Background: an optimization exercise with open tools, aiming at small area and a short achievable clock period. Do not read the settings as production practice. Where RTL was checked, it was by simulation tests only, not by an equivalence proof against the original. The RTL of run 1 was laid out without a check of its function. No activity file was given, so power comes from the tool's default toggle rates.

<file path="flow/run.sh">
#!/bin/bash
# Layout flow: the standard layout (standard.sh), with buf_2 cells as the
# port buffers instead of the default choice. Everything else is unchanged.
set -eo pipefail
export BUFFER_PORTS_ARGS="-buffer_cell sky130_fd_sc_hd__buf_2"
bash standard.sh > standard.log 2>&1
</file>
<file path="standard.sh">
#!/bin/bash
# synth_recipe.tcl (not shown) runs the flow's synth.tcl, then flattens the netlist and writes it again
# the make line also repeats each setting of config.mk as NAME=value (left out here)
make -C /OpenROAD-flow-scripts/flow DESIGN_CONFIG=/design/flow/config.mk WORK_HOME=/design/flow/orfs CLKGATE_MAP_FILE= SYNTH_SCRIPT=/design/flow/synth_recipe.tcl "${@:-finish}"
</file>
<file path="config.mk">
export PLATFORM = sky130hd
export DESIGN_NAME = mac
export DESIGN_NICKNAME = mac
export VERILOG_FILES = /design/flow/design.v
export SDC_FILE = /design/flow/constraint.sdc
export NUM_CORES = 4
export LEC_CHECK = 0
export CAP_MARGIN = 20
export CORE_MARGIN = 2
export CORE_UTILIZATION = 50
export CTS_CLUSTER_DIAMETER = 80
export CTS_CLUSTER_SIZE = 30
export SETUP_SLACK_MARGIN = 4.2
export SLEW_MARGIN = 20
export SYNTH_HIERARCHICAL = 1
</file>
<file path="constraint.sdc">
create_clock -name core_clock -period 6.5 [get_ports {clk}]
set_input_delay 1.3000 -clock core_clock [delete_from_list [all_inputs] [get_ports {clk}]]
set_output_delay 1.3000 -clock core_clock [all_outputs]
set_load 0.01 [all_outputs]
</file>
<file path="design.v">
`timescale 1ns/1ps
module mac (
    input clk,
    input rst,
    input [15:0] a,
    input [15:0] b,
    input [31:0] acc_in,
    output [31:0] acc_out
);
reg [15:0] ar;
reg [7:0] s1_r, s2_r, s3_r;
reg [17:0] a3r;
reg [87:0] t0;
reg [31:0] bs3;          
reg [6:0] bc3;           
reg [2:0] v;             
reg [31:0] t4;           
reg [6:0] g4;            
reg [31:0] s5;           
wire [17:0] a3x = {2'b00, a};
wire [17:0] a3y = {1'b0, a, 1'b0};
wire [17:0] a3p = a3x ^ a3y;
wire [17:0] a3g = a3x & a3y;
wire a3G1_1 = a3g[1] | (a3p[1] & a3g[0]);
wire a3P1_1 = a3p[1] & a3p[0];
wire a3G1_3 = a3g[3] | (a3p[3] & a3g[2]);
wire a3P1_3 = a3p[3] & a3p[2];
wire a3G1_5 = a3g[5] | (a3p[5] & a3g[4]);
wire a3P1_5 = a3p[5] & a3p[4];
wire a3G1_7 = a3g[7] | (a3p[7] & a3g[6]);
wire a3P1_7 = a3p[7] & a3p[6];
wire a3G1_9 = a3g[9] | (a3p[9] & a3g[8]);
wire a3P1_9 = a3p[9] & a3p[8];
wire a3G1_11 = a3g[11] | (a3p[11] & a3g[10]);
wire a3P1_11 = a3p[11] & a3p[10];
wire a3G1_13 = a3g[13] | (a3p[13] & a3g[12]);
wire a3P1_13 = a3p[13] & a3p[12];
wire a3G1_15 = a3g[15] | (a3p[15] & a3g[14]);
wire a3P1_15 = a3p[15] & a3p[14];
wire a3G1_17 = a3g[17] | (a3p[17] & a3g[16]);
wire a3P1_17 = a3p[17] & a3p[16];
wire a3G2_2 = a3g[2] | (a3p[2] & a3G1_1);
wire a3P2_2 = a3p[2] & a3P1_1;
wire a3G2_3 = a3G1_3 | (a3P1_3 & a3G1_1);
wire a3P2_3 = a3P1_3 & a3P1_1;
wire a3G2_6 = a3g[6] | (a3p[6] & a3G1_5);
wire a3P2_6 = a3p[6] & a3P1_5;
wire a3G2_7 = a3G1_7 | (a3P1_7 & a3G1_5);
wire a3P2_7 = a3P1_7 & a3P1_5;
wire a3G2_10 = a3g[10] | (a3p[10] & a3G1_9);
wire a3P2_10 = a3p[10] & a3P1_9;
wire a3G2_11 = a3G1_11 | (a3P1_11 & a3G1_9);
wire a3P2_11 = a3P1_11 & a3P1_9;
wire a3G2_14 = a3g[14] | (a3p[14] & a3G1_13);
wire a3P2_14 = a3p[14] & a3P1_13;
wire a3G2_15 = a3G1_15 | (a3P1_15 & a3G1_13);
wire a3P2_15 = a3P1_15 & a3P1_13;
wire a3G3_4 = a3g[4] | (a3p[4] & a3G2_3);
wire a3P3_4 = a3p[4] & a3P2_3;
wire a3G3_5 = a3G1_5 | (a3P1_5 & a3G2_3);
wire a3P3_5 = a3P1_5 & a3P2_3;
wire a3G3_6 = a3G2_6 | (a3P2_6 & a3G2_3);
wire a3P3_6 = a3P2_6 & a3P2_3;
wire a3G3_7 = a3G2_7 | (a3P2_7 & a3G2_3);
wire a3P3_7 = a3P2_7 & a3P2_3;
wire a3G3_12 = a3g[12] | (a3p[12] & a3G2_11);
wire a3P3_12 = a3p[12] & a3P2_11;
wire a3G3_13 = a3G1_13 | (a3P1_13 & a3G2_11);
wire a3P3_13 = a3P1_13 & a3P2_11;
wire a3G3_14 = a3G2_14 | (a3P2_14 & a3G2_11);
wire a3P3_14 = a3P2_14 & a3P2_11;
wire a3G3_15 = a3G2_15 | (a3P2_15 & a3G2_11);
wire a3P3_15 = a3P2_15 & a3P2_11;
wire a3G4_8 = a3g[8] | (a3p[8] & a3G3_7);
wire a3P4_8 = a3p[8] & a3P3_7;
wire a3G4_9 = a3G1_9 | (a3P1_9 & a3G3_7);
wire a3P4_9 = a3P1_9 & a3P3_7;
wire a3G4_10 = a3G2_10 | (a3P2_10 & a3G3_7);
wire a3P4_10 = a3P2_10 & a3P3_7;
wire a3G4_11 = a3G2_11 | (a3P2_11 & a3G3_7);
wire a3P4_11 = a3P2_11 & a3P3_7;
wire a3G4_12 = a3G3_12 | (a3P3_12 & a3G3_7);
wire a3P4_12 = a3P3_12 & a3P3_7;
wire a3G4_13 = a3G3_13 | (a3P3_13 & a3G3_7);
wire a3P4_13 = a3P3_13 & a3P3_7;
wire a3G4_14 = a3G3_14 | (a3P3_14 & a3G3_7);
wire a3P4_14 = a3P3_14 & a3P3_7;
wire a3G4_15 = a3G3_15 | (a3P3_15 & a3G3_7);
wire a3P4_15 = a3P3_15 & a3P3_7;
wire a3G5_16 = a3g[16] | (a3p[16] & a3G4_15);
wire a3P5_16 = a3p[16] & a3P4_15;
wire a3G5_17 = a3G1_17 | (a3P1_17 & a3G4_15);
wire a3P5_17 = a3P1_17 & a3P4_15;
wire [17:0] a3c = {a3G5_16, a3G4_15, a3G4_14, a3G4_13, a3G4_12, a3G4_11, a3G4_10, a3G4_9, a3G4_8, a3G3_7, a3G3_6, a3G3_5, a3G3_4, a3G2_3, a3G2_2, a3G1_1, a3g[0], 1'b0};
wire [17:0] a3_d = a3p ^ a3c;
wire s1_d0 = b[0] & ~b[1];
wire s2_d0 = ~b[0] & b[1];
wire s3_d0 = b[0] & b[1];
wire s10 = s1_r[0];
wire s20 = s2_r[0];
wire s30 = s3_r[0];
wire s1_d1 = b[2] & ~b[3];
wire s2_d1 = ~b[2] & b[3];
wire s3_d1 = b[2] & b[3];
wire s11 = s1_r[1];
wire s21 = s2_r[1];
wire s31 = s3_r[1];
wire s1_d2 = b[4] & ~b[5];
wire s2_d2 = ~b[4] & b[5];
wire s3_d2 = b[4] & b[5];
wire s12 = s1_r[2];
wire s22 = s2_r[2];
wire s32 = s3_r[2];
wire s1_d3 = b[6] & ~b[7];
wire s2_d3 = ~b[6] & b[7];
wire s3_d3 = b[6] & b[7];
wire s13 = s1_r[3];
wire s23 = s2_r[3];
wire s33 = s3_r[3];
wire s1_d4 = b[8] & ~b[9];
wire s2_d4 = ~b[8] & b[9];
wire s3_d4 = b[8] & b[9];
wire s14 = s1_r[4];
wire s24 = s2_r[4];
wire s34 = s3_r[4];
wire s1_d5 = b[10] & ~b[11];
wire s2_d5 = ~b[10] & b[11];
wire s3_d5 = b[10] & b[11];
wire s15 = s1_r[5];
wire s25 = s2_r[5];
wire s35 = s3_r[5];
wire s1_d6 = b[12] & ~b[13];
wire s2_d6 = ~b[12] & b[13];
wire s3_d6 = b[12] & b[13];
wire s16 = s1_r[6];
wire s26 = s2_r[6];
wire s36 = s3_r[6];
wire s1_d7 = b[14] & ~b[15];
wire s2_d7 = ~b[14] & b[15];
wire s3_d7 = b[14] & b[15];
wire s17 = s1_r[7];
wire s27 = s2_r[7];
wire s37 = s3_r[7];
wire pp0_0 = ~((s10 & ar[0]) | (s30 & a3r[0]));    
wire pp0_1 = ~((s10 & ar[1]) | (s20 & ar[0]) | (s30 & a3r[1]));    
wire pp0_2 = ~((s10 & ar[2]) | (s20 & ar[1]) | (s30 & a3r[2]));    
wire pp0_3 = ~((s10 & ar[3]) | (s20 & ar[2]) | (s30 & a3r[3]));    
wire pp0_4 = ~((s10 & ar[4]) | (s20 & ar[3]) | (s30 & a3r[4]));    
wire pp0_5 = ~((s10 & ar[5]) | (s20 & ar[4]) | (s30 & a3r[5]));    
wire pp0_6 = ~((s10 & ar[6]) | (s20 & ar[5]) | (s30 & a3r[6]));    
wire pp0_7 = ~((s10 & ar[7]) | (s20 & ar[6]) | (s30 & a3r[7]));    
wire pp0_8 = ~((s10 & ar[8]) | (s20 & ar[7]) | (s30 & a3r[8]));    
wire pp0_9 = ~((s10 & ar[9]) | (s20 & ar[8]) | (s30 & a3r[9]));    
wire pp0_10 = ~((s10 & ar[10]) | (s20 & ar[9]) | (s30 & a3r[10]));    
wire pp0_11 = ~((s10 & ar[11]) | (s20 & ar[10]) | (s30 & a3r[11]));    
wire pp0_12 = ~((s10 & ar[12]) | (s20 & ar[11]) | (s30 & a3r[12]));    
wire pp0_13 = ~((s10 & ar[13]) | (s20 & ar[12]) | (s30 & a3r[13]));    
wire pp0_14 = ~((s10 & ar[14]) | (s20 & ar[13]) | (s30 & a3r[14]));    
wire pp0_15 = ~((s10 & ar[15]) | (s20 & ar[14]) | (s30 & a3r[15]));    
wire pp0_16 = ~((s20 & ar[15]) | (s30 & a3r[16]));    
wire pp0_17 = ~((s30 & a3r[17]));    
wire pp1_0 = ~((s11 & ar[0]) | (s31 & a3r[0]));    
wire pp1_1 = ~((s11 & ar[1]) | (s21 & ar[0]) | (s31 & a3r[1]));    
wire pp1_2 = ~((s11 & ar[2]) | (s21 & ar[1]) | (s31 & a3r[2]));    
wire pp1_3 = ~((s11 & ar[3]) | (s21 & ar[2]) | (s31 & a3r[3]));    
wire pp1_4 = ~((s11 & ar[4]) | (s21 & ar[3]) | (s31 & a3r[4]));    
wire pp1_5 = ~((s11 & ar[5]) | (s21 & ar[4]) | (s31 & a3r[5]));    
wire pp1_6 = ~((s11 & ar[6]) | (s21 & ar[5]) | (s31 & a3r[6]));    
wire pp1_7 = ~((s11 & ar[7]) | (s21 & ar[6]) | (s31 & a3r[7]));    
wire pp1_8 = ~((s11 & ar[8]) | (s21 & ar[7]) | (s31 & a3r[8]));    
wire pp1_9 = ~((s11 & ar[9]) | (s21 & ar[8]) | (s31 & a3r[9]));    
wire pp1_10 = ~((s11 & ar[10]) | (s21 & ar[9]) | (s31 & a3r[10]));    
wire pp1_11 = ~((s11 & ar[11]) | (s21 & ar[10]) | (s31 & a3r[11]));    
wire pp1_12 = ~((s11 & ar[12]) | (s21 & ar[11]) | (s31 & a3r[12]));    
wire pp1_13 = ~((s11 & ar[13]) | (s21 & ar[12]) | (s31 & a3r[13]));    
wire pp1_14 = ~((s11 & ar[14]) | (s21 & ar[13]) | (s31 & a3r[14]));    
wire pp1_15 = ~((s11 & ar[15]) | (s21 & ar[14]) | (s31 & a3r[15]));    
wire pp1_16 = ~((s21 & ar[15]) | (s31 & a3r[16]));    
wire pp1_17 = ~((s31 & a3r[17]));    
wire pp2_0 = ~((s12 & ar[0]) | (s32 & a3r[0]));    
wire pp2_1 = ~((s12 & ar[1]) | (s22 & ar[0]) | (s32 & a3r[1]));    
wire pp2_2 = ~((s12 & ar[2]) | (s22 & ar[1]) | (s32 & a3r[2]));    
wire pp2_3 = ~((s12 & ar[3]) | (s22 & ar[2]) | (s32 & a3r[3]));    
wire pp2_4 = ~((s12 & ar[4]) | (s22 & ar[3]) | (s32 & a3r[4]));    
wire pp2_5 = ~((s12 & ar[5]) | (s22 & ar[4]) | (s32 & a3r[5]));    
wire pp2_6 = ~((s12 & ar[6]) | (s22 & ar[5]) | (s32 & a3r[6]));    
wire pp2_7 = ~((s12 & ar[7]) | (s22 & ar[6]) | (s32 & a3r[7]));    
wire pp2_8 = ~((s12 & ar[8]) | (s22 & ar[7]) | (s32 & a3r[8]));    
wire pp2_9 = ~((s12 & ar[9]) | (s22 & ar[8]) | (s32 & a3r[9]));    
wire pp2_10 = ~((s12 & ar[10]) | (s22 & ar[9]) | (s32 & a3r[10]));    
wire pp2_11 = ~((s12 & ar[11]) | (s22 & ar[10]) | (s32 & a3r[11]));    
wire pp2_12 = ~((s12 & ar[12]) | (s22 & ar[11]) | (s32 & a3r[12]));    
wire pp2_13 = ~((s12 & ar[13]) | (s22 & ar[12]) | (s32 & a3r[13]));    
wire pp2_14 = ~((s12 & ar[14]) | (s22 & ar[13]) | (s32 & a3r[14]));    
wire pp2_15 = ~((s12 & ar[15]) | (s22 & ar[14]) | (s32 & a3r[15]));    
wire pp2_16 = ~((s22 & ar[15]) | (s32 & a3r[16]));    
wire pp2_17 = ~((s32 & a3r[17]));    
wire pp3_0 = ~((s13 & ar[0]) | (s33 & a3r[0]));    
wire pp3_1 = ~((s13 & ar[1]) | (s23 & ar[0]) | (s33 & a3r[1]));    
wire pp3_2 = ~((s13 & ar[2]) | (s23 & ar[1]) | (s33 & a3r[2]));    
wire pp3_3 = ~((s13 & ar[3]) | (s23 & ar[2]) | (s33 & a3r[3]));    
wire pp3_4 = ~((s13 & ar[4]) | (s23 & ar[3]) | (s33 & a3r[4]));    
wire pp3_5 = ~((s13 & ar[5]) | (s23 & ar[4]) | (s33 & a3r[5]));    
wire pp3_6 = ~((s13 & ar[6]) | (s23 & ar[5]) | (s33 & a3r[6]));    
wire pp3_7 = ~((s13 & ar[7]) | (s23 & ar[6]) | (s33 & a3r[7]));    
wire pp3_8 = ~((s13 & ar[8]) | (s23 & ar[7]) | (s33 & a3r[8]));    
wire pp3_9 = ~((s13 & ar[9]) | (s23 & ar[8]) | (s33 & a3r[9]));    
wire pp3_10 = ~((s13 & ar[10]) | (s23 & ar[9]) | (s33 & a3r[10]));    
wire pp3_11 = ~((s13 & ar[11]) | (s23 & ar[10]) | (s33 & a3r[11]));    
wire pp3_12 = ~((s13 & ar[12]) | (s23 & ar[11]) | (s33 & a3r[12]));    
wire pp3_13 = ~((s13 & ar[13]) | (s23 & ar[12]) | (s33 & a3r[13]));    
wire pp3_14 = ~((s13 & ar[14]) | (s23 & ar[13]) | (s33 & a3r[14]));    
wire pp3_15 = ~((s13 & ar[15]) | (s23 & ar[14]) | (s33 & a3r[15]));    
wire pp3_16 = ~((s23 & ar[15]) | (s33 & a3r[16]));    
wire pp3_17 = ~((s33 & a3r[17]));    
wire pp4_0 = ~((s14 & ar[0]) | (s34 & a3r[0]));    
wire pp4_1 = ~((s14 & ar[1]) | (s24 & ar[0]) | (s34 & a3r[1]));    
wire pp4_2 = ~((s14 & ar[2]) | (s24 & ar[1]) | (s34 & a3r[2]));    
wire pp4_3 = ~((s14 & ar[3]) | (s24 & ar[2]) | (s34 & a3r[3]));    
wire pp4_4 = ~((s14 & ar[4]) | (s24 & ar[3]) | (s34 & a3r[4]));    
wire pp4_5 = ~((s14 & ar[5]) | (s24 & ar[4]) | (s34 & a3r[5]));    
wire pp4_6 = ~((s14 & ar[6]) | (s24 & ar[5]) | (s34 & a3r[6]));    
wire pp4_7 = ~((s14 & ar[7]) | (s24 & ar[6]) | (s34 & a3r[7]));    
wire pp4_8 = ~((s14 & ar[8]) | (s24 & ar[7]) | (s34 & a3r[8]));    
wire pp4_9 = ~((s14 & ar[9]) | (s24 & ar[8]) | (s34 & a3r[9]));    
wire pp4_10 = ~((s14 & ar[10]) | (s24 & ar[9]) | (s34 & a3r[10]));    
wire pp4_11 = ~((s14 & ar[11]) | (s24 & ar[10]) | (s34 & a3r[11]));    
wire pp4_12 = ~((s14 & ar[12]) | (s24 & ar[11]) | (s34 & a3r[12]));    
wire pp4_13 = ~((s14 & ar[13]) | (s24 & ar[12]) | (s34 & a3r[13]));    
wire pp4_14 = ~((s14 & ar[14]) | (s24 & ar[13]) | (s34 & a3r[14]));    
wire pp4_15 = ~((s14 & ar[15]) | (s24 & ar[14]) | (s34 & a3r[15]));    
wire pp4_16 = ~((s24 & ar[15]) | (s34 & a3r[16]));    
wire pp4_17 = ~((s34 & a3r[17]));    
wire pp5_0 = ~((s15 & ar[0]) | (s35 & a3r[0]));    
wire pp5_1 = ~((s15 & ar[1]) | (s25 & ar[0]) | (s35 & a3r[1]));    
wire pp5_2 = ~((s15 & ar[2]) | (s25 & ar[1]) | (s35 & a3r[2]));    
wire pp5_3 = ~((s15 & ar[3]) | (s25 & ar[2]) | (s35 & a3r[3]));    
wire pp5_4 = ~((s15 & ar[4]) | (s25 & ar[3]) | (s35 & a3r[4]));    
wire pp5_5 = ~((s15 & ar[5]) | (s25 & ar[4]) | (s35 & a3r[5]));    
wire pp5_6 = ~((s15 & ar[6]) | (s25 & ar[5]) | (s35 & a3r[6]));    
wire pp5_7 = ~((s15 & ar[7]) | (s25 & ar[6]) | (s35 & a3r[7]));    
wire pp5_8 = ~((s15 & ar[8]) | (s25 & ar[7]) | (s35 & a3r[8]));    
wire pp5_9 = ~((s15 & ar[9]) | (s25 & ar[8]) | (s35 & a3r[9]));    
wire pp5_10 = ~((s15 & ar[10]) | (s25 & ar[9]) | (s35 & a3r[10]));    
wire pp5_11 = ~((s15 & ar[11]) | (s25 & ar[10]) | (s35 & a3r[11]));    
wire pp5_12 = ~((s15 & ar[12]) | (s25 & ar[11]) | (s35 & a3r[12]));    
wire pp5_13 = ~((s15 & ar[13]) | (s25 & ar[12]) | (s35 & a3r[13]));    
wire pp5_14 = ~((s15 & ar[14]) | (s25 & ar[13]) | (s35 & a3r[14]));    
wire pp5_15 = ~((s15 & ar[15]) | (s25 & ar[14]) | (s35 & a3r[15]));    
wire pp5_16 = ~((s25 & ar[15]) | (s35 & a3r[16]));    
wire pp5_17 = ~((s35 & a3r[17]));    
wire pp6_0 = ~((s16 & ar[0]) | (s36 & a3r[0]));    
wire pp6_1 = ~((s16 & ar[1]) | (s26 & ar[0]) | (s36 & a3r[1]));    
wire pp6_2 = ~((s16 & ar[2]) | (s26 & ar[1]) | (s36 & a3r[2]));    
wire pp6_3 = ~((s16 & ar[3]) | (s26 & ar[2]) | (s36 & a3r[3]));    
wire pp6_4 = ~((s16 & ar[4]) | (s26 & ar[3]) | (s36 & a3r[4]));    
wire pp6_5 = ~((s16 & ar[5]) | (s26 & ar[4]) | (s36 & a3r[5]));    
wire pp6_6 = ~((s16 & ar[6]) | (s26 & ar[5]) | (s36 & a3r[6]));    
wire pp6_7 = ~((s16 & ar[7]) | (s26 & ar[6]) | (s36 & a3r[7]));    
wire pp6_8 = ~((s16 & ar[8]) | (s26 & ar[7]) | (s36 & a3r[8]));    
wire pp6_9 = ~((s16 & ar[9]) | (s26 & ar[8]) | (s36 & a3r[9]));    
wire pp6_10 = ~((s16 & ar[10]) | (s26 & ar[9]) | (s36 & a3r[10]));    
wire pp6_11 = ~((s16 & ar[11]) | (s26 & ar[10]) | (s36 & a3r[11]));    
wire pp6_12 = ~((s16 & ar[12]) | (s26 & ar[11]) | (s36 & a3r[12]));    
wire pp6_13 = ~((s16 & ar[13]) | (s26 & ar[12]) | (s36 & a3r[13]));    
wire pp6_14 = ~((s16 & ar[14]) | (s26 & ar[13]) | (s36 & a3r[14]));    
wire pp6_15 = ~((s16 & ar[15]) | (s26 & ar[14]) | (s36 & a3r[15]));    
wire pp6_16 = ~((s26 & ar[15]) | (s36 & a3r[16]));    
wire pp6_17 = ~((s36 & a3r[17]));    
wire pp7_0 = ~((s17 & ar[0]) | (s37 & a3r[0]));    
wire pp7_1 = ~((s17 & ar[1]) | (s27 & ar[0]) | (s37 & a3r[1]));    
wire pp7_2 = ~((s17 & ar[2]) | (s27 & ar[1]) | (s37 & a3r[2]));    
wire pp7_3 = ~((s17 & ar[3]) | (s27 & ar[2]) | (s37 & a3r[3]));    
wire pp7_4 = ~((s17 & ar[4]) | (s27 & ar[3]) | (s37 & a3r[4]));    
wire pp7_5 = ~((s17 & ar[5]) | (s27 & ar[4]) | (s37 & a3r[5]));    
wire pp7_6 = ~((s17 & ar[6]) | (s27 & ar[5]) | (s37 & a3r[6]));    
wire pp7_7 = ~((s17 & ar[7]) | (s27 & ar[6]) | (s37 & a3r[7]));    
wire pp7_8 = ~((s17 & ar[8]) | (s27 & ar[7]) | (s37 & a3r[8]));    
wire pp7_9 = ~((s17 & ar[9]) | (s27 & ar[8]) | (s37 & a3r[9]));    
wire pp7_10 = ~((s17 & ar[10]) | (s27 & ar[9]) | (s37 & a3r[10]));    
wire pp7_11 = ~((s17 & ar[11]) | (s27 & ar[10]) | (s37 & a3r[11]));    
wire pp7_12 = ~((s17 & ar[12]) | (s27 & ar[11]) | (s37 & a3r[12]));    
wire pp7_13 = ~((s17 & ar[13]) | (s27 & ar[12]) | (s37 & a3r[13]));    
wire pp7_14 = ~((s17 & ar[14]) | (s27 & ar[13]) | (s37 & a3r[14]));    
wire pp7_15 = ~((s17 & ar[15]) | (s27 & ar[14]) | (s37 & a3r[15]));    
wire pp7_16 = ~((s27 & ar[15]) | (s37 & a3r[16]));    
wire pp7_17 = ~((s37 & a3r[17]));    
wire s_1, c_2;
fa us_1 (.a(pp0_12), .b(pp1_10), .c(pp2_8), .s(s_1), .co(c_2));
wire s_3, c_4;
fa us_3 (.a(pp0_13), .b(pp1_11), .c(pp2_9), .s(s_3), .co(c_4));
wire s_5, c_6;
fa us_5 (.a(pp0_14), .b(pp1_12), .c(pp2_10), .s(s_5), .co(c_6));
wire s_7, c_8;
fa us_7 (.a(pp3_8), .b(pp4_6), .c(pp5_4), .s(s_7), .co(c_8));
wire s_9, c_10;
fa us_9 (.a(pp0_15), .b(pp1_13), .c(pp2_11), .s(s_9), .co(c_10));
wire s_11, c_12;
fa us_11 (.a(pp3_9), .b(pp4_7), .c(pp5_5), .s(s_11), .co(c_12));
wire s_13, c_14;
fa us_13 (.a(pp0_16), .b(pp1_14), .c(pp2_12), .s(s_13), .co(c_14));
wire s_15, c_16;
fa us_15 (.a(pp3_10), .b(pp4_8), .c(pp5_6), .s(s_15), .co(c_16));
wire s_17, c_18;
fa us_17 (.a(pp0_17), .b(pp1_15), .c(pp2_13), .s(s_17), .co(c_18));
wire s_19, c_20;
fa us_19 (.a(pp3_11), .b(pp4_9), .c(pp5_7), .s(s_19), .co(c_20));
wire s_21, c_22;
fa us_21 (.a(pp1_16), .b(pp2_14), .c(pp3_12), .s(s_21), .co(c_22));
wire s_23, c_24;
fa us_23 (.a(pp4_10), .b(pp5_8), .c(pp6_6), .s(s_23), .co(c_24));
wire s_25, c_26;
fa us_25 (.a(pp1_17), .b(pp2_15), .c(pp3_13), .s(s_25), .co(c_26));
wire s_27, c_28;
fa us_27 (.a(pp4_11), .b(pp5_9), .c(pp6_7), .s(s_27), .co(c_28));
wire s_29, c_30;
fa us_29 (.a(pp2_16), .b(pp3_14), .c(pp4_12), .s(s_29), .co(c_30));
wire s_31, c_32;
fa us_31 (.a(pp2_17), .b(pp3_15), .c(pp4_13), .s(s_31), .co(c_32));
wire s_33, c_34;
fa us_33 (.a(pp0_8), .b(pp1_6), .c(pp2_4), .s(s_33), .co(c_34));
wire s_35, c_36;
fa us_35 (.a(pp0_9), .b(pp1_7), .c(pp2_5), .s(s_35), .co(c_36));
wire s_37, c_38;
fa us_37 (.a(pp0_10), .b(pp1_8), .c(pp2_6), .s(s_37), .co(c_38));
wire s_39, c_40;
fa us_39 (.a(pp3_4), .b(pp4_2), .c(pp5_0), .s(s_39), .co(c_40));
wire s_41, c_42;
fa us_41 (.a(pp0_11), .b(pp1_9), .c(pp2_7), .s(s_41), .co(c_42));
wire s_43, c_44;
fa us_43 (.a(pp3_5), .b(pp4_3), .c(pp5_1), .s(s_43), .co(c_44));
wire s_45, c_46;
fa us_45 (.a(pp3_6), .b(pp4_4), .c(pp5_2), .s(s_45), .co(c_46));
wire s_47, c_48;
han us_47 (.an(pp6_0), .bn(s_1), .sn(s_47), .con(c_48));
wire s_49, c_50;
fa us_49 (.a(pp3_7), .b(pp4_5), .c(pp5_3), .s(s_49), .co(c_50));
wire s_51, c_52;
fa us_51 (.a(pp6_1), .b(c_2), .c(s_3), .s(s_51), .co(c_52));
wire s_53, c_54;
fa us_53 (.a(pp6_2), .b(pp7_0), .c(c_4), .s(s_53), .co(c_54));
wire s_55, c_56;
han us_55 (.an(s_5), .bn(s_7), .sn(s_55), .con(c_56));
wire s_57, c_58;
fa us_57 (.a(pp6_3), .b(pp7_1), .c(c_6), .s(s_57), .co(c_58));
wire s_59, c_60;
fa us_59 (.a(c_8), .b(s_9), .c(s_11), .s(s_59), .co(c_60));
wire s_61, c_62;
fa us_61 (.a(pp6_4), .b(pp7_2), .c(c_10), .s(s_61), .co(c_62));
wire s_63, c_64;
fa us_63 (.a(c_12), .b(s_13), .c(s_15), .s(s_63), .co(c_64));
wire s_65, c_66;
fa us_65 (.a(pp6_5), .b(pp7_3), .c(c_14), .s(s_65), .co(c_66));
wire s_67, c_68;
fa us_67 (.a(c_16), .b(s_17), .c(s_19), .s(s_67), .co(c_68));
wire s_69, c_70;
fa us_69 (.a(pp7_4), .b(c_18), .c(c_20), .s(s_69), .co(c_70));
wire s_71, c_72;
han us_71 (.an(s_21), .bn(s_23), .sn(s_71), .con(c_72));
wire s_73, c_74;
fa us_73 (.a(pp7_5), .b(c_22), .c(c_24), .s(s_73), .co(c_74));
wire s_75, c_76;
han us_75 (.an(s_25), .bn(s_27), .sn(s_75), .con(c_76));
wire s_77, c_78;
fa us_77 (.a(pp5_10), .b(pp6_8), .c(pp7_6), .s(s_77), .co(c_78));
wire s_79, c_80;
fa us_79 (.a(c_26), .b(c_28), .c(s_29), .s(s_79), .co(c_80));
wire s_81, c_82;
fa us_81 (.a(pp5_11), .b(pp6_9), .c(pp7_7), .s(s_81), .co(c_82));
wire s_83, c_84;
han us_83 (.an(c_30), .bn(s_31), .sn(s_83), .con(c_84));
wire s_85, c_86;
fa us_85 (.a(pp3_16), .b(pp4_14), .c(pp5_12), .s(s_85), .co(c_86));
wire s_87, c_88;
fa us_87 (.a(pp6_10), .b(pp7_8), .c(c_32), .s(s_87), .co(c_88));
wire s_89, c_90;
fa us_89 (.a(pp3_17), .b(pp4_15), .c(pp5_13), .s(s_89), .co(c_90));
wire s_91, c_92;
han us_91 (.an(pp6_11), .bn(pp7_9), .sn(s_91), .con(c_92));
wire s_93, c_94;
fa us_93 (.a(pp4_16), .b(pp5_14), .c(pp6_12), .s(s_93), .co(c_94));
wire s_95, c_96;
fa us_95 (.a(pp4_17), .b(pp5_15), .c(pp6_13), .s(s_95), .co(c_96));
wire s_97, c_98;
fa us_97 (.a(pp0_4), .b(pp1_2), .c(pp2_0), .s(s_97), .co(c_98));
wire s_99, c_100;
fa us_99 (.a(pp0_7), .b(pp1_5), .c(pp2_3), .s(s_99), .co(c_100));
wire s_101, c_102;
fa us_101 (.a(pp3_3), .b(pp4_1), .c(c_34), .s(s_101), .co(c_102));
wire s_103, c_104;
fa us_103 (.a(pp7_10), .b(c_92), .c(c_90), .s(s_103), .co(c_104));
wire s_105, c_106;
fa us_105 (.a(pp5_16), .b(pp6_14), .c(pp7_12), .s(s_105), .co(c_106));
wire s_107, c_108;
fa us_107 (.a(pp5_17), .b(pp6_15), .c(pp7_13), .s(s_107), .co(c_108));
wire s_109, c_110;
fa us_109 (.a(pp6_16), .b(pp7_14), .c(c_108), .s(s_109), .co(c_110));
wire s_111, c_112;
fa us_111 (.a(pp0_6), .b(pp1_4), .c(pp2_2), .s(s_111), .co(c_112));
wire s_113, c_114;
fa us_113 (.a(pp3_2), .b(pp4_0), .c(c_100), .s(s_113), .co(c_114));
wire s_115, c_116;
fa us_115 (.a(s_91), .b(c_86), .c(s_89), .s(s_115), .co(c_116));
wire s_117, c_118;
fa us_117 (.a(pp7_11), .b(c_94), .c(s_95), .s(s_117), .co(c_118));
wire s_119, c_120;
fa us_119 (.a(pp0_5), .b(pp1_3), .c(pp2_1), .s(s_119), .co(c_120));
wire s_121, c_122;
fa us_121 (.a(pp3_0), .b(c_120), .c(s_111), .s(s_121), .co(c_122));
wire s_123, c_124;
fa us_123 (.a(pp3_1), .b(c_112), .c(s_99), .s(s_123), .co(c_124));
wire s_125, c_126;
fa us_125 (.a(t0[18]), .b(t0[19]), .c(t0[20]), .s(s_125), .co(c_126));
wire s_127, c_128;
fa us_127 (.a(t0[22]), .b(t0[23]), .c(t0[24]), .s(s_127), .co(c_128));
wire s_129, c_130;
fa us_129 (.a(t0[26]), .b(t0[27]), .c(t0[28]), .s(s_129), .co(c_130));
wire s_131, c_132;
fa us_131 (.a(t0[30]), .b(t0[31]), .c(t0[32]), .s(s_131), .co(c_132));
wire s_133, c_134;
fa us_133 (.a(t0[34]), .b(t0[35]), .c(t0[36]), .s(s_133), .co(c_134));
wire s_135, c_136;
fa us_135 (.a(t0[38]), .b(t0[39]), .c(t0[40]), .s(s_135), .co(c_136));
wire s_137, c_138;
fa us_137 (.a(t0[42]), .b(t0[43]), .c(t0[44]), .s(s_137), .co(c_138));
wire s_139, c_140;
fa us_139 (.a(t0[46]), .b(t0[47]), .c(t0[48]), .s(s_139), .co(c_140));
wire s_141, c_142;
fa us_141 (.a(t0[50]), .b(t0[51]), .c(t0[52]), .s(s_141), .co(c_142));
wire s_143, c_144;
fa us_143 (.a(t0[54]), .b(t0[55]), .c(t0[56]), .s(s_143), .co(c_144));
wire s_145, c_146;
fa us_145 (.a(t0[58]), .b(t0[59]), .c(t0[60]), .s(s_145), .co(c_146));
wire s_147, c_148;
fa us_147 (.a(t0[62]), .b(t0[63]), .c(t0[64]), .s(s_147), .co(c_148));
wire s_149, c_150;
fa us_149 (.a(t0[66]), .b(t0[67]), .c(t0[68]), .s(s_149), .co(c_150));
wire s_151, c_152;
fa us_151 (.a(t0[12]), .b(t0[13]), .c(t0[14]), .s(s_151), .co(c_152));
wire s_153, c_154;
fa us_153 (.a(t0[15]), .b(t0[16]), .c(t0[17]), .s(s_153), .co(c_154));
wire s_155, c_156;
han us_155 (.an(t0[21]), .bn(s_125), .sn(s_155), .con(c_156));
wire s_157, c_158;
fa us_157 (.a(t0[25]), .b(c_126), .c(s_127), .s(s_157), .co(c_158));
wire s_159, c_160;
fa us_159 (.a(t0[29]), .b(c_128), .c(s_129), .s(s_159), .co(c_160));
wire s_161, c_162;
fa us_161 (.a(t0[33]), .b(c_130), .c(s_131), .s(s_161), .co(c_162));
wire s_163, c_164;
fa us_163 (.a(t0[37]), .b(c_132), .c(s_133), .s(s_163), .co(c_164));
wire s_165, c_166;
fa us_165 (.a(t0[41]), .b(c_134), .c(s_135), .s(s_165), .co(c_166));
wire s_167, c_168;
fa us_167 (.a(t0[45]), .b(c_136), .c(s_137), .s(s_167), .co(c_168));
wire s_169, c_170;
fa us_169 (.a(t0[49]), .b(c_138), .c(s_139), .s(s_169), .co(c_170));
wire s_171, c_172;
fa us_171 (.a(t0[53]), .b(c_140), .c(s_141), .s(s_171), .co(c_172));
wire s_173, c_174;
fa us_173 (.a(t0[57]), .b(c_142), .c(s_143), .s(s_173), .co(c_174));
wire s_175, c_176;
fa us_175 (.a(t0[61]), .b(c_144), .c(s_145), .s(s_175), .co(c_176));
wire s_177, c_178;
fa us_177 (.a(t0[65]), .b(c_146), .c(s_147), .s(s_177), .co(c_178));
wire s_179, c_180;
fa us_179 (.a(t0[69]), .b(c_148), .c(s_149), .s(s_179), .co(c_180));
wire s_181, c_182;
fa us_181 (.a(t0[70]), .b(t0[71]), .c(c_150), .s(s_181), .co(c_182));
wire s_183, c_184;
fa us_183 (.a(t0[72]), .b(t0[73]), .c(t0[74]), .s(s_183), .co(c_184));
wire s_185, c_186;
han us_185 (.an(t0[75]), .bn(t0[76]), .sn(s_185), .con(c_186));
wire s_187, c_188;
fa us_187 (.a(t0[77]), .b(t0[78]), .c(t0[79]), .s(s_187), .co(c_188));
wire s_189, c_190;
han us_189 (.an(t0[80]), .bn(t0[81]), .sn(s_189), .con(c_190));
wire s_191, c_192;
fa us_191 (.a(t0[83]), .b(t0[84]), .c(t0[85]), .s(s_191), .co(c_192));
wire [31:0] row0n = {t0[87], c_192, s_191, c_190, c_188, c_186, c_184, c_182, c_180, c_178, c_176, c_174, c_172, c_170, c_168, c_166, c_164, c_162, c_160, c_158, c_156, c_154, c_152, s_151, t0[10], t0[9], t0[7], t0[6], t0[4], t0[2], t0[1], t0[0]};
wire [31:0] row1n = {1'b1, t0[86], 1'b1, t0[82], s_189, s_187, s_185, s_183, s_181, s_179, s_177, s_175, s_173, s_171, s_169, s_167, s_165, s_163, s_161, s_159, s_157, s_155, s_153, 1'b1, t0[11], 1'b1, t0[8], 1'b1, t0[5], t0[3], 1'b1, 1'b1};
wire [4:0] cs_0 = {1'b0, row0n[3:0]} + {1'b0, row1n[3:0]} + 5'd1;
wire [4:0] cs_1 = {1'b0, row0n[7:4]} + {1'b0, row1n[7:4]} + 5'd1;
wire [4:0] cs_2 = {1'b0, row0n[11:8]} + {1'b0, row1n[11:8]} + 5'd1;
wire [4:0] cs_3 = {1'b0, row0n[15:12]} + {1'b0, row1n[15:12]} + 5'd1;
wire [4:0] cs_4 = {1'b0, row0n[19:16]} + {1'b0, row1n[19:16]} + 5'd1;
wire [4:0] cs_5 = {1'b0, row0n[23:20]} + {1'b0, row1n[23:20]} + 5'd1;
wire [4:0] cs_6 = {1'b0, row0n[27:24]} + {1'b0, row1n[27:24]} + 5'd1;
wire [4:0] cs_7 = {1'b0, row0n[31:28]} + {1'b0, row1n[31:28]} + 5'd1;
wire [31:0] bs_d = {cs_7[3:0], cs_6[3:0], cs_5[3:0], cs_4[3:0], cs_3[3:0], cs_2[3:0], cs_1[3:0], cs_0[3:0]};
wire [6:0] bc_d = {cs_6[4], cs_5[4], cs_4[4], cs_3[4], cs_2[4], cs_1[4], cs_0[4]};
wire [31:0] xg = ~bs3 & {32{v[2]}};
wire [6:0] cg = ~bc3 & {7{v[2]}};
wire [4:0] bs_0 = {1'b0, xg[3:0]} + {1'b0, acc_in[3:0]};
wire [4:0] bs_1 = {1'b0, xg[7:4]} + {1'b0, acc_in[7:4]} + {4'd0, cg[0]};
wire [4:0] bs_2 = {1'b0, xg[11:8]} + {1'b0, acc_in[11:8]} + {4'd0, cg[1]};
wire [4:0] bs_3 = {1'b0, xg[15:12]} + {1'b0, acc_in[15:12]} + {4'd0, cg[2]};
wire [4:0] bs_4 = {1'b0, xg[19:16]} + {1'b0, acc_in[19:16]} + {4'd0, cg[3]};
wire [4:0] bs_5 = {1'b0, xg[23:20]} + {1'b0, acc_in[23:20]} + {4'd0, cg[4]};
wire [4:0] bs_6 = {1'b0, xg[27:24]} + {1'b0, acc_in[27:24]} + {4'd0, cg[5]};
wire [4:0] bs_7 = {1'b0, xg[31:28]} + {1'b0, acc_in[31:28]} + {4'd0, cg[6]};
wire [31:0] gsp = {1'b0, 1'b0, 1'b0, g4[6], 1'b0, 1'b0, 1'b0, g4[5], 1'b0, 1'b0, 1'b0, g4[4], 1'b0, 1'b0, 1'b0, g4[3], 1'b0, 1'b0, 1'b0, g4[2], 1'b0, 1'b0, 1'b0, g4[1], 1'b0, 1'b0, 1'b0, g4[0], 1'b0, 1'b0, 1'b0, 1'b0};
wire [31:0] sum = t4 + gsp;
always @(posedge clk) begin
    ar <= a;
    a3r <= a3_d;
    s1_r <= {s1_d7, s1_d6, s1_d5, s1_d4, s1_d3, s1_d2, s1_d1, s1_d0};
    s2_r <= {s2_d7, s2_d6, s2_d5, s2_d4, s2_d3, s2_d2, s2_d1, s2_d0};
    s3_r <= {s3_d7, s3_d6, s3_d5, s3_d4, s3_d3, s3_d2, s3_d1, s3_d0};
    t0 <= {pp7_17, pp7_16, c_110, pp7_15, pp6_17, s_109, s_107, c_106, c_118, s_105, c_96, s_117, c_104, c_116, s_103, s_93, s_115, c_88, s_87, s_85, c_84, c_82, s_83, s_81, c_80, c_78, s_79, s_77, c_76, c_74, s_75, s_73, c_72, c_70, s_71, s_69, c_68, c_66, s_67, s_65, c_64, c_62, s_63, s_61, c_60, c_58, s_59, s_57, c_56, c_54, s_55, s_53, c_52, c_50, s_51, s_49, c_48, c_46, s_47, s_45, c_44, c_42, s_43, s_41, c_40, c_38, c_102, s_39, s_37, c_36, c_114, s_101, s_35, c_124, s_113, s_33, s_123, c_122, s_121, s_119, c_98, s_97, pp1_1, pp0_3, pp1_0, pp0_2, pp0_1, pp0_0};
    bs3 <= bs_d;
    bc3 <= bc_d;
end
always @(posedge clk or posedge rst) begin
  if (rst) v <= 3'd0;
  else v <= {v[1:0], 1'b1};
end
always @(posedge clk or posedge rst) begin
  if (rst) begin
    t4 <= 32'd0; g4 <= 7'd0; s5 <= 32'd0;
  end else begin
    t4 <= {bs_7[3:0], bs_6[3:0], bs_5[3:0], bs_4[3:0], bs_3[3:0], bs_2[3:0], bs_1[3:0], bs_0[3:0]};
    g4 <= {bs_6[4], bs_5[4], bs_4[4], bs_3[4], bs_2[4], bs_1[4], bs_0[4]};
    s5 <= sum;
  end
end
assign acc_out = s5;
endmodule
module fa (input a, input b, input c, output s, output co);
  assign s = a ^ b ^ c;
  assign co = (a & b) | (a & c) | (b & c);
endmodule
module ha (input a, input b, output s, output co);
  assign s = a ^ b;
  assign co = a & b;
endmodule
module han (input an, input bn, output sn, output con);
  assign sn = ~(an ^ bn);
  assign con = an | bn;
endmodule
</file>
==> impl_metrics.csv, run 1 <==
group,metric,value,unit
synth,netlist_area,12700,µm²
setup_path,crit_type,"input port to flop",
clock_tree,insertion_delay,0.49,ns
synth,avgSynthCellArea,11.9,µm²
sta,rsz0062_at_grt,"true",
synth,yosysTopAreaCell,"dfxtp_1",
power_and_ir_drop,power.share.switching,34.9,%
clock_tree,numCtsBuffers,15,
drt,detail_route.vias_per_cell,5.56,
hold_path,hp-class,"flop to flop",
sta,fin_tns_setup,0,ns
drt,drc,0,
synth,syn_inst,1073,
sta,min_period,2.58,ns
place,hpwl,18.5,mm
drt,dr.pass1.iters,15,
synth,synth_area_leaders,"dfxtp_1 (29%), fa_1 (17%), dfrtp_1 (15%), a222oi_1 (9.4%), ha_1 (8.2%)",
sta,hold_violations,0,
final_layout,syn_to_final_growth,12.5,%
synth,synth_nets,1333,
power_and_ir_drop,p_clk_share,17.6,%
clock_tree,cts_root_buf,"clkbuf_16",
place,globalplace.congestion,0.901,
power_and_ir_drop,comb_power_share,40.0,%
global_routing,grt_max_degree,75,
synth,async_flop_share,28.7,%
setup_path,path_delay_family,"compound AO/OA/AOI/OAI gates",
setup_path,endpoint_kind,"flop",
sta,drv_slew,0,
sta,fmax,387,MHz
setup_path,max_stage_delay,0.47,ns
setup_path,cp.arrival,3.02,ns
global_routing,grt-ovfl-total,0,
clock_tree,clock_path_buffers,3,
synth,yosysWarnings,7,
synth,synth_seq_area_share,43.5,%
final_layout,fin_cells,1477,
sta,relSlewSlack,41.3,%
clock_tree,clk_pin_slew,0.10,ns
final_layout,n_antenna_cell,0,
clock_tree,clock_sinks,258,
global_routing,grt_pass1_vias,8457,
power_and_ir_drop,switchingPower,2030,µW
drt,vias,8219,
synth,synth_top_cell_area_share,28.9,%
die,die_width,164,µm
drt,drt_iter0_markers,1500,
setup_path,crit_fanout,3,
power_and_ir_drop,p_per_area,406,nW/µm²
sta,clock_skew,0.0278,ns
sta,setup_violations,0,
place,io_buffers,97,
setup_path,crit_buf_inv,2,
clock_tree,htreeDepth,1,
clock_tree,hold_buffers,0,
setup_path,crit_top_cell,"a21oi_2",
setup_path,cp-start-kind,"input port",
setup_path,path_cells,"buf_8, ha_4, a21o_1, a21oi_2, buf_4, a21oi_2, o2111a_1, or4_1, nand3_1",
sta,worst_slew_pin_slew,0.881,ns
die,ios,98,
global_routing,grt_pass1_wl,42.7,mm
clock_tree,cts_tree,"yes",
die,coreArea,25100,µm²
job,cap_violations,0,
die,die-area,26800,µm²
power_and_ir_drop,seq_power_share,42.5,%
drt,postRouteAntennaNets,0,
die,start_util,50.7,%
setup_path,crit_required,6.94,ns
die,fp.dieH,164,µm
drt,wl_per_cell,17.5,µm
global_routing,track_usage,19.8,%
die,core.rowCount,58,
synth,yosysUniqueCellTypes,43,
power_and_ir_drop,internal_power,3780,µW
power_and_ir_drop,vdd_drop_max,0.209,mV
place,placed_cells,1432,
synth,synth_edf_count,0,
synth,synth-seq-cells,258,
status,outcome,"finished clean",
drt,wirelength,25.8,mm
synth,yosys_most_used_dff,"dfxtp_1",
power_and_ir_drop,leakage,0.00622,µW
global_routing,antenna_found_initial,0,
sta,fin_crit_sh,39.7,%
final_layout,drive_above_1_share,17.3,%
final_layout,final_nets,1399,
setup_path,cp_slowest_cell,"or4_1",
-- registers in the layout, indices dropped and copies added (netlist names), 8 cells and up --
signal  flops
a3r        18
ar         15
bs3        32
s2_r        8
t0         88
s5         32
t4         32
s3_r        8
s1_r        8
-- cell families (layout without fill, tap and decap cells) --
| kind of cell | count (synthesis) | in the layout | synth area share (%) |
|---|---|---|---|
| DFF | 258 | 258 | 43.5 |
| xor gates and xnor gates | 63 | 63 | 4.33 |
| buffers and inverters | 194 | 268 | 5.72 |
| AOI/OAI and AO/OA | 215 | 215 | 14.3 |
| and+or+nand+nor | 148 | 148 | 6.58 |
| other | 1 | 1 | 0.0294 |
| adders and majority gates | 194 | 194 | 25.6 |
-- path summary, 6_finish.rpt --
check / slack, ns / startpoint / endpoint / cells past startpoint
setup / recovery: 3.92 / a[4] / a3r[15]$_DFF_P_ / 9
hold / removal: 0.34 / t0[0]$_DFF_P_ / bs3[0]$_DFF_P_ / 0
setup reg to reg: 4.19 / t0[59]$_DFF_P_ / bc3[5]$_DFF_P_ / 8
hold reg to reg: 0.34 / t0[0]$_DFF_P_ / bs3[0]$_DFF_P_ / 0
max in group asynchronous: 4.80 / rst / v[2]$_DFF_PP0_ / 3
min in group asynchronous: 1.09 / rst / s5[21]$_DFF_PP0_ / 3
-- cells in the final DEF, fill, tap and decap left out, drive strengths merged, types with 2 or more instances in the layout --
cell,n
nor3,2
clkbuf,15
dfxtp,184
dfrtp,74
and2,11
a21oi,23
a21o,28
xor2,15
xnor2,48
nand4,6
clkinv,4
nand2,22
o21ai,23
inv,130
buf,118
and4,2
nor2b,49
nand2b,30
a222oi,120
fa,111
a31oi,2
nor2,12
ha,83
a41o,2
nand3,8
or3,2
a22oi,8
-- power by group through the flow --
stage          logic [µW]  registers (µW)  clock network (µW)
3_3_place_gp         2230            2490                   0
5_1_grt              2720            2530                1130
4_1_cts              2330            2460                1070
2_1_floorplan        1760            2400                   0
6_report             2320            2470                1020
3_5_place_dp         2280            2500                   0
-- cell type report --
class                      instances  area (µm²)
clock inverter                    10         125
fill                            2161       10800
inverter                         125         510
sequential                       258        5540
multi-input combinational        621        6640
timing repair buffer             118         721
tap                              330         413
clock buffer                      15         375
-- per-stage QoR --
step	hold slack (ns)	area (µm²)	utilization, %	power (µW)	worst slack [ns]
2_1_floorplan	0.310	12900	-	4160	3.61
5_1_grt	0.339	14300	57.1	6380	3.88
6_report	0.337	14300	57.1	5810	3.92
3_5_place_dp	0.312	13500	53.9	4780	3.34
4_1_cts	0.336	14200	56.7	5860	3.98
3_3_place_gp	0.313	13500	53.9	4720	3.37
-- what timing repair did --
action                                  4_1_cts  5_1_grt
buffers inserted                             14        6
gates resized for setup                      30       14
pin swaps                                    18       10
endpoints found under the setup margin       64       56
-- per-layer routing --
metal  up-vias  GRT usage [%]  part of all wire (%)
met5         -              0                     0
met4         0           6.50                   2.3
met3        64           4.16                   9.6
met2       431           30.7                    44
met1      3827           27.8                    44
li1       3897              -                     -
-- synth_stat cells, types with 2 or more instances --
library cell	instances
buf_1	17
xnor2_1	48
nor3_1	2
ha_1	83
a21o_1	28
nand2_1	22
nand3_1	8
a222oi_1	120
a21oi_1	23
and2_1	10
fa_1	111
o21ai_1	2
clkbuf_1	52
xor2_1	15
dfrtp_1	74
a22oi_1	8
a41o_1	2
nor2b_1	49
and4_1	2
nand2b_1	30
or3_1	2
nand4_1	6
o21ai_0	21
inv_1	125
nor2_1	12
dfxtp_1	184
-- modules after synthesis (local to each module, per instance) --
module / times used / area (µm²) / cells inside / flip-flops and latches
fa: 87 / 20.0 / 1 / 0
han: 9 / 27.5 / 5 / 0
mac: 1 / 10700 / 941 / 258
==> run 2, diff against run 1 <==
--- a/design.v
+++ b/design.v
@@ -19,78 +19,3 @@
 reg [31:0] s5;           
-wire [17:0] a3x = {2'b00, a};
-wire [17:0] a3y = {1'b0, a, 1'b0};
-wire [17:0] a3p = a3x ^ a3y;
-wire [17:0] a3g = a3x & a3y;
-wire a3G1_1 = a3g[1] | (a3p[1] & a3g[0]);
-wire a3P1_1 = a3p[1] & a3p[0];
-wire a3G1_3 = a3g[3] | (a3p[3] & a3g[2]);
-wire a3P1_3 = a3p[3] & a3p[2];
-wire a3G1_5 = a3g[5] | (a3p[5] & a3g[4]);
-wire a3P1_5 = a3p[5] & a3p[4];
-wire a3G1_7 = a3g[7] | (a3p[7] & a3g[6]);
-wire a3P1_7 = a3p[7] & a3p[6];
-wire a3G1_9 = a3g[9] | (a3p[9] & a3g[8]);
-wire a3P1_9 = a3p[9] & a3p[8];
-wire a3G1_11 = a3g[11] | (a3p[11] & a3g[10]);
-wire a3P1_11 = a3p[11] & a3p[10];
-wire a3G1_13 = a3g[13] | (a3p[13] & a3g[12]);
-wire a3P1_13 = a3p[13] & a3p[12];
-wire a3G1_15 = a3g[15] | (a3p[15] & a3g[14]);
-wire a3P1_15 = a3p[15] & a3p[14];
-wire a3G1_17 = a3g[17] | (a3p[17] & a3g[16]);
-wire a3P1_17 = a3p[17] & a3p[16];
-wire a3G2_2 = a3g[2] | (a3p[2] & a3G1_1);
-wire a3P2_2 = a3p[2] & a3P1_1;
-wire a3G2_3 = a3G1_3 | (a3P1_3 & a3G1_1);
-wire a3P2_3 = a3P1_3 & a3P1_1;
-wire a3G2_6 = a3g[6] | (a3p[6] & a3G1_5);
-wire a3P2_6 = a3p[6] & a3P1_5;
-wire a3G2_7 = a3G1_7 | (a3P1_7 & a3G1_5);
-wire a3P2_7 = a3P1_7 & a3P1_5;
-wire a3G2_10 = a3g[10] | (a3p[10] & a3G1_9);
-wire a3P2_10 = a3p[10] & a3P1_9;
-wire a3G2_11 = a3G1_11 | (a3P1_11 & a3G1_9);
-wire a3P2_11 = a3P1_11 & a3P1_9;
-wire a3G2_14 = a3g[14] | (a3p[14] & a3G1_13);
-wire a3P2_14 = a3p[14] & a3P1_13;
-wire a3G2_15 = a3G1_15 | (a3P1_15 & a3G1_13);
-wire a3P2_15 = a3P1_15 & a3P1_13;
-wire a3G3_4 = a3g[4] | (a3p[4] & a3G2_3);
-wire a3P3_4 = a3p[4] & a3P2_3;
-wire a3G3_5 = a3G1_5 | (a3P1_5 & a3G2_3);
-wire a3P3_5 = a3P1_5 & a3P2_3;
-wire a3G3_6 = a3G2_6 | (a3P2_6 & a3G2_3);
-wire a3P3_6 = a3P2_6 & a3P2_3;
-wire a3G3_7 = a3G2_7 | (a3P2_7 & a3G2_3);
-wire a3P3_7 = a3P2_7 & a3P2_3;
-wire a3G3_12 = a3g[12] | (a3p[12] & a3G2_11);
-wire a3P3_12 = a3p[12] & a3P2_11;
-wire a3G3_13 = a3G1_13 | (a3P1_13 & a3G2_11);
-wire a3P3_13 = a3P1_13 & a3P2_11;
-wire a3G3_14 = a3G2_14 | (a3P2_14 & a3G2_11);
-wire a3P3_14 = a3P2_14 & a3P2_11;
-wire a3G3_15 = a3G2_15 | (a3P2_15 & a3G2_11);
-wire a3P3_15 = a3P2_15 & a3P2_11;
-wire a3G4_8 = a3g[8] | (a3p[8] & a3G3_7);
-wire a3P4_8 = a3p[8] & a3P3_7;
-wire a3G4_9 = a3G1_9 | (a3P1_9 & a3G3_7);
-wire a3P4_9 = a3P1_9 & a3P3_7;
-wire a3G4_10 = a3G2_10 | (a3P2_10 & a3G3_7);
-wire a3P4_10 = a3P2_10 & a3P3_7;
-wire a3G4_11 = a3G2_11 | (a3P2_11 & a3G3_7);
-wire a3P4_11 = a3P2_11 & a3P3_7;
-wire a3G4_12 = a3G3_12 | (a3P3_12 & a3G3_7);
-wire a3P4_12 = a3P3_12 & a3P3_7;
-wire a3G4_13 = a3G3_13 | (a3P3_13 & a3G3_7);
-wire a3P4_13 = a3P3_13 & a3P3_7;
-wire a3G4_14 = a3G3_14 | (a3P3_14 & a3G3_7);
-wire a3P4_14 = a3P3_14 & a3P3_7;
-wire a3G4_15 = a3G3_15 | (a3P3_15 & a3G3_7);
-wire a3P4_15 = a3P3_15 & a3P3_7;
-wire a3G5_16 = a3g[16] | (a3p[16] & a3G4_15);
-wire a3P5_16 = a3p[16] & a3P4_15;
-wire a3G5_17 = a3G1_17 | (a3P1_17 & a3G4_15);
-wire a3P5_17 = a3P1_17 & a3P4_15;
-wire [17:0] a3c = {a3G5_16, a3G4_15, a3G4_14, a3G4_13, a3G4_12, a3G4_11, a3G4_10, a3G4_9, a3G4_8, a3G3_7, a3G3_6, a3G3_5, a3G3_4, a3G2_3, a3G2_2, a3G1_1, a3g[0], 1'b0};
-wire [17:0] a3_d = a3p ^ a3c;
+wire [17:0] a3_d = {2'b00, a} + {1'b0, a, 1'b0};
 wire s1_d0 = b[0] & ~b[1];
--- a/config.mk
+++ b/config.mk
@@ -9,3 +9,3 @@
 export CORE_MARGIN = 2
-export CORE_UTILIZATION = 50
+export CORE_UTILIZATION = 60
 export CTS_CLUSTER_DIAMETER = 80
==> run 2 against run 1 <==
Still clean on timing, DRC and antenna. Synthesized cell count up 2.5%. Register-to-register slack worse by 0.04 ns. Non-clock buffer count down 13. Critical path depth down 1. Worst setup slack better by 0.20 ns. Clock skew up 0.00075 ns. Count of clock-buffer cells in the layout up 2. Combinational power up 5%. Via count up 5.2%. Power up 2.3%. Critical endpoint is now a3r[17]$_DFF_P_.
==> impl_metrics.csv, run 2 <==
group,metric,value,unit
place,globalplace.congestion,0.917,
sta,drv_slew,0,
drt,postRouteAntennaNets,0,
synth,syn_inst,1100,
final_layout,final_cell_mix,"dfxtp_1 (177), a222oi_1 (120), inv_1 (113)",
global_routing,antenna_found_initial,0,
synth,synth-seq-cells,258,
synth,yosys_most_used_dff,"dfxtp_1",
setup_path,crit_required,6.90,ns
synth,synth_edf_count,0,
setup_path,crit_type,"input port to flop",
synth,yosysWarnings,7,
synth,synth_seq_area_share,42.8,%
clock_tree,htreeDepth,1,
global_routing,track_usage,23.6,%
sta,fin_tns_setup,0,ns
setup_path,cp-start-kind,"input port",
hold_path,hp-class,"flop to flop",
place,placed_cells,1404,
setup_path,critical_path_cell_count,8,
final_layout,drive_above_1_share,17.1,%
sta,hold_violations,0,
clock_tree,cts_root_buf,"clkbuf_16",
drt,detail_route.vias_per_cell,6.03,
die,die_width,151,µm
final_layout,syn_to_final_growth,11.3,%
sta,fmax,420,MHz
sta,fin_crit_sh,36.6,%
setup_path,rrSetupSlack,4.15,ns
final_layout,n_antenna_cell,0,
setup_path,cp-endpoint,"a3r[17]$_DFF_P_",
final_layout,fin_cells,1434,
power_and_ir_drop,leakage,0.00619,µW
synth,synth_area_leaders,"dfxtp_1 (28%), fa_1 (17%), dfrtp_1 (14%), a222oi_1 (9.3%), ha_1 (8.1%)",
clock_tree,cts_tree,"yes",
clock_tree,insertion_delay,0.51,ns
drt,wl_met2,11.8,mm
global_routing,grt-ovfl-total,0,
setup_path,endpoint_kind,"flop",
final_layout,stdcell_area,14400,µm²
drt,drc,0,
clock_tree,clock_sinks,258,
synth,netlist_area,12900,µm²
setup_path,crit_buf_inv,1,
synth,synth.top_cells.by_count,"dfxtp_1 (184), inv_1 (122), a222oi_1 (120), fa_1 (109), ha_1 (84)",
global_routing,grt_pass1_wl,43.3,mm
sta,worst_slew_pin_slew,0.888,ns
setup_path,ff2ff_path_depth,8,
place,io_buffers,97,
setup_path,regToRegEndpoint,"bc3[4]$_DFF_P_",
drt,drt_iter0_markers,1557,
global_routing,grt_pass1_vias,8661,
clock_tree,numCtsBuffers,14,
synth,async_flop_share,28.7,%
setup_path,cp_slowest_cell,"fa_2",
setup_path,path_cells,"buf_8, ha_4, fa_2, a211oi_4, o21ai_2, a31oi_4, a21oi_2, a21o_1",
synth,avgSynthCellArea,11.8,µm²
final_layout,largest_register_ffs,88,
job,cap_violations,0,
die,die-area,22800,µm²
die,core.rowCount,53,
drt,vias,8645,
synth,yosysUniqueCellTypes,51,
drt,dr.pass1.iters,14,
synth,yosysTopAreaCell,"dfxtp_1",
drt,wl_per_cell,18.3,µm
clock_tree,clk_pin_slew,0.10,ns
setup_path,r2r_start,"t0[44]$_DFF_P_",
setup_path,cp-startpoint,"a[1]",
sta,rsz0062_at_grt,"true",
drt,dr_wl_met3,2.78,mm
sta,relSlewSlack,40.8,%
die,ios,98,
clock_tree,clock_path_buffers,3,
final_layout,fill_cells,1592,
setup_path,cp.arrival,2.78,ns
synth,synth_nets,1359,
drt,wirelength,26.3,mm
setup_path,crit_fanout,4,
place,hpwl,19.0,mm
drt,top_layer_used,"met4",
power_and_ir_drop,vdd_drop_max,0.216,mV
status,outcome,"finished clean",
synth,yosysMostFrequentCell,"dfxtp_1",
sta,min_period,2.38,ns
final_layout,max_flop_register,"t0",
setup_path,path_delay_family,"compound AO/OA/AOI/OAI gates",
sta,clock_skew,0.0286,ns
final_layout,final_nets,1411,
setup_path,max_stage_delay,0.37,ns
die,fp.dieH,151,µm
synth,synth_top_cell_area_share,28.5,%
global_routing,grt_max_degree,75,
sta,setup_violations,0,
final_layout,seqCellArea,5550,µm²
power_and_ir_drop,p_per_area,413,nW/µm²
drt,drt-met1-wl,10.8,mm
final_layout,final_common_cell,"dfxtp_1",
place,post_dp_cell_area,13700,µm²
die,coreArea,21100,µm²
final_layout,multi_input_area,6900,µm²
die,start_util,61.4,%
## run 2: cell count changes after synthesis, sizes merged, moves of 3 or more
cell / before / now
a211oi: 0 / 4
a31oi: 2 / 5
xor2: 15 / 18
nor2b: 49 / 41
nor2: 12 / 15
inv: 125 / 122
and4: 2 / 5
a21oi: 23 / 29
nand2: 22 / 28
o21bai: 1 / 5
o21ai: 23 / 27
## run 2: worst min path at each step
stage | start | endpoint | slack, ns | depth (start not counted)
after global routing | t0[6]$_DFF_P_ | bs3[4]$_DFF_P_ | 0.34 | 0
after CTS | t0[6]$_DFF_P_ | bs3[4]$_DFF_P_ | 0.34 | 0
final | t0[6]$_DFF_P_ | bs3[4]$_DFF_P_ | 0.34 | 0
after global placement | t0[6]$_DFF_P_ | bs3[4]$_DFF_P_ | 0.31 | 0
after detailed placement | t0[1]$_DFF_P_ | bs3[1]$_DFF_P_ | 0.31 | 0
after floorplan | t0[0]$_DFF_P_ | bs3[0]$_DFF_P_ | 0.31 | 0
## run 2: kinds of logic after synthesis
kind of cell               after synthesis  synth area share [%]
adders and majority gates              193                  25.0
xor gates and xnor gates                67                  4.54
buffers and inverters                  191                  5.54
AOI/OAI and AO/OA                      242                  15.8
DFF                                    258                  42.8
and+or+nand+nor                        148                  6.33
other                                    1                0.0290
## run 2: timing repair
action | in CTS | in global routing
setup buffers | 4 | 3
endpoints found under the setup margin | 48 | 51
pin swaps | 10 | 8
hold buffers | 0 | 0
gates resized for setup | 13 | 30
## run 2: cell type report
cell class | instances | share of cell area [%]
multi-input combinational | 651 | 47.9
sequential | 258 | 38.5
timing repair buffer | 105 | 4.21
inverter | 122 | 3.52
clock buffer | 17 | 2.81
tap | 275 | 2.39
clock inverter | 6 | 0.652
## run 2: per-module statistics from Yosys, one instance, submodules excluded
module,cell area (µm²),flops+latches
fa,20.0,0
han,27.5,0
mac,10900,258
## run 2: through the flow
step	total power [µW]	worst slack, ns	hold slack (ns)	utilization, %
2_1_floorplan	4210	3.79	0.310	-
3_3_place_gp	4750	3.52	0.314	65.0
3_5_place_dp	4860	3.50	0.313	65.0
4_1_cts	5910	4.11	0.341	67.7
5_1_grt	6470	4.05	0.345	68.3
6_report	5950	4.12	0.337	68.3
## run 2: layer usage
metal / up-vias / track usage (%)
li1: 3996 / -
met1: 3991 / 32.3
met4: 0 / 8.55
met2: 570 / 37.5
met5: - / 0
met3: 88 / 4.82
## run 2: power breakdown
part	total [µW]	switching [µW]	internal [µW]
Sequential	2500	365	2130
Combinational	2430	1190	1240
Clock	1020	543	472
Total	5950	2100	3850

==> re-timing with driven ports <==
No port has a modelled driver above. Below, the same layouts with a new extraction and two added sets of constraints.
Step 1 assumes that a clkbuf_16 drives the clock port and a buf_2 every other input.
Step 2 adds t to the input delays and takes it off the output delays; t is the mean of the earliest and latest rising clock arrival at the registers after step 1. Input paths then give back, and output paths get back, about the clock's delay inside the block.
Three values: ideal, step 1, step 2; two values: the first two.
run | t, ns | slack for setup (ns) | latest minus earliest clock arrival (ns) | worst register clock-pin slew, ns | pins driven straight from the clock port
run 1 | 0.524 | 3.919 / 3.922 / 3.398 | 0.031 / 0.031 | 0.10 / 0.10 | 1
run 2 | 0.538 | 4.120 / 4.122 / 3.584 | 0.030 / 0.030 | 0.11 / 0.11 | 1
After both steps every run listed still meets setup and hold. For run 2, which loses most, drivers alone change the setup slack by +0.002 ns; drivers and shift together by -0.536 ns.
